Context: an optimization exercise on an open-source flow, tuned for small area, a short achievable clock period and few clock cycles. The choices shown serve that exercise and are no tape-out recipe. Function was checked by simulation only, so behaviour that the tests miss may differ from the original. Power and IR drop assume default switching activity.

Setup of oak:
// pipeline
module pipeline (
        input wire clk,
        input wire reset,
        output wire [16-2-1:0] imem_addr,
        input wire [32-1:0] imem_rdata,
        output wire [16-2-1:0] dmem_addr,
        output wire dmem_we,
        output wire [32-1:0] dmem_wdata,
        input wire [32-1:0] dmem_rdata
    );
Size: ~5,900 cells after synthesis, about 1,300 flip-flops, ~130 I/O pins, roughly 0.067 mm² of cells after synthesis.
Settings: LEC_CHECK=0, CAP_MARGIN=20, CORE_MARGIN=2, CORE_UTILIZATION=50, CTS_BUF_LIST=sky130_fd_sc_hd__clkbuf_8, PLACE_DENSITY=0.6, SLEW_MARGIN=20, TNS_END_PERCENT=10; clock period 10.0 ns.
standard.sh (not shown) runs the stock make flow with config.mk's settings and CLKGATE_MAP_FILE= SYNTH_SCRIPT=/design/flow/synth_recipe.tcl, a recipe that flattens the netlist after the stock synthesis.
==> flow/flow/run.sh <==
#!/bin/bash
# The standard flow: the standard flow's synthesis unchanged, then the layout with the
# port buffers made of buf_4 cells and the resizer asked for more setup slack.
set -euo pipefail
bash standard.sh synth > synth.log 2>&1
export BUFFER_PORTS_ARGS="-buffer_cell sky130_fd_sc_hd__buf_4"
bash standard.sh SETUP_SLACK_MARGIN=6 finish > layout.log 2>&1
Testbench counts of oak, summed over its fixed seeds: cycles 152,448.
Input-level comparison between pine and oak:
--- a/flow/config.mk
+++ b/flow/config.mk
@@ -9,6 +9,6 @@
 export CORE_MARGIN = 2
-export CORE_UTILIZATION = 50
+export CORE_UTILIZATION = 58
 export CTS_BUF_LIST = sky130_fd_sc_hd__clkbuf_8
-export PLACE_DENSITY = 0.6
+export PLACE_DENSITY = 0.68
 export SLEW_MARGIN = 20
-export TNS_END_PERCENT = 10
+export TNS_END_PERCENT = 20
Findings:
Sort oak and pine by post-route total power asc -> top: pine. Of pine and oak, it is pine that has the lower clock buffer and inverter area fraction after layout. Combinational group share of total power: oak and pine compared, higher one is pine. The run with more setup slack is pine; oak has less. Compared to oak, pine has routed wire length 3.4% lower. Sequential share of layout area delta for pine relative to oak: 0.19 points higher. pine ends up with a total die area that is 14% lower than in oak. Data arrival time at the worst-slack endpoint for pine is lower than for oak. Looking at clock skew, pine sits 0.024 ns lower than oak does. When the final numbers for oak and pine were put side by side, the fraction of standard cell area in multi-input logic turned out to be smaller in oak. pine completed end to end with timing, DRC and antenna clean. Every stage of the flow completed for oak, and the final layout passed the timing, design-rule and antenna checks.
Edits applied to the flow inputs when going from pine to birch:
--- a/flow/config.mk
+++ b/flow/config.mk
@@ -7,7 +7,8 @@
 export LEC_CHECK = 0
+export ABC_AREA = 1
 export CAP_MARGIN = 20
 export CORE_MARGIN = 2
-export CORE_UTILIZATION = 58
+export CORE_UTILIZATION = 50
 export CTS_BUF_LIST = sky130_fd_sc_hd__clkbuf_8
-export PLACE_DENSITY = 0.68
+export PLACE_DENSITY = 0.6
 export SLEW_MARGIN = 20
==> notes.md <==
Critical path depth (lower): pine
Against pine, birch reports a post-detailed-route wirelength per cell that is lower.
The sum of routed wire length over all layers of birch was inferior to that of pine.
What birch reported for placed cell count has to be multiplied by 0.75 to get the figure for pine.
Initial core utilization on birch is down relative to pine.
Row number of nets in the final layout: birch higher / pine lower
| number of buffers created by CTS | birch vs pine | 10 higher |
Looking at final worst slack across both flows, birch is the stronger of the two, with pine trailing.
The most common library cell in the layout ignoring fill and taps comes out sky130_fd_sc_hd__nand2_1 in one run and sky130_fd_sc_hd__edfxtp_1 in the other, namely in birch and pine respectively.
Looking at mux contribution to synthesized area, birch sits 2.8 points lower than pine does.
diff inputs: birch => maple
--- a/flow/config.mk
+++ b/flow/config.mk
@@ -7,3 +7,2 @@
 export LEC_CHECK = 0
-export ABC_AREA = 1
 export CAP_MARGIN = 20
Results
On total power after layout, the lower figure sits with maple, not birch.
[maple vs birch] sequential power: lower in maple
From birch to maple the numbers moved as follows: count of antenna-violating nets left after detailed routing stayed essentially flat; final hold slack lost 0.010 ns; met3 capacity usage during global routing up 8.2 points; actual slew at the worst max-slew pin now larger.
Between birch and maple, the difference in design internal power is negligible.
Diff birch -> maple | largest fanout on the critical path | increase of 6
Going from birch to maple, final clock skew grows by 0.0062 ns.
Comparing birch and maple, the lower core utilization was measured on birch.
Measured against each other, birch and maple differ in clock tree buffer count of the final layout, the lower figure coming from maple.

-- what the ideal ports hide --
In the flow no input, the clock included, has a driving cell. The finished layouts below were timed again as built, in two steps. Step 1: set_driving_cell puts a clkbuf_16 on clk and a buf_2 on each other input, an assumption about the parent block. Step 2 adds t to the input delays and takes it off the output delays; t is the mean of the earliest and latest rising clock arrival at the registers after step 1. Input paths then give back, and output paths get back, about the clock's delay inside the block. a / b / c = ideal ports / drivers / drivers and shift; a / b = the first two.
| run | t, ns | setup WS [ns] | worst hold slack (ns) | worst setup path after step 2 | pins driven straight from the clock port |
|---|---|---|---|---|---|
| oak | 1.028 | 5.426 / 5.474 / 4.446 | 0.410 / 0.410 / 0.410 | input to register | 1 |
| pine | 1.012 | 5.564 / 5.615 / 4.603 | 0.404 / 0.404 / 0.404 | input to register | 1 |
| birch | 1.051 | 5.735 / 5.772 / 4.749 | 0.407 / 0.407 / 0.407 | input to register | 1 |
| maple | 1.048 | 5.658 / 5.710 / 4.661 | 0.397 / 0.397 / 0.397 | input to register | 1 |
After both steps setup and hold are still met in every run listed. The setup slack of maple, which loses most, moves by +0.052 ns with the drivers and by -0.997 ns with both steps.
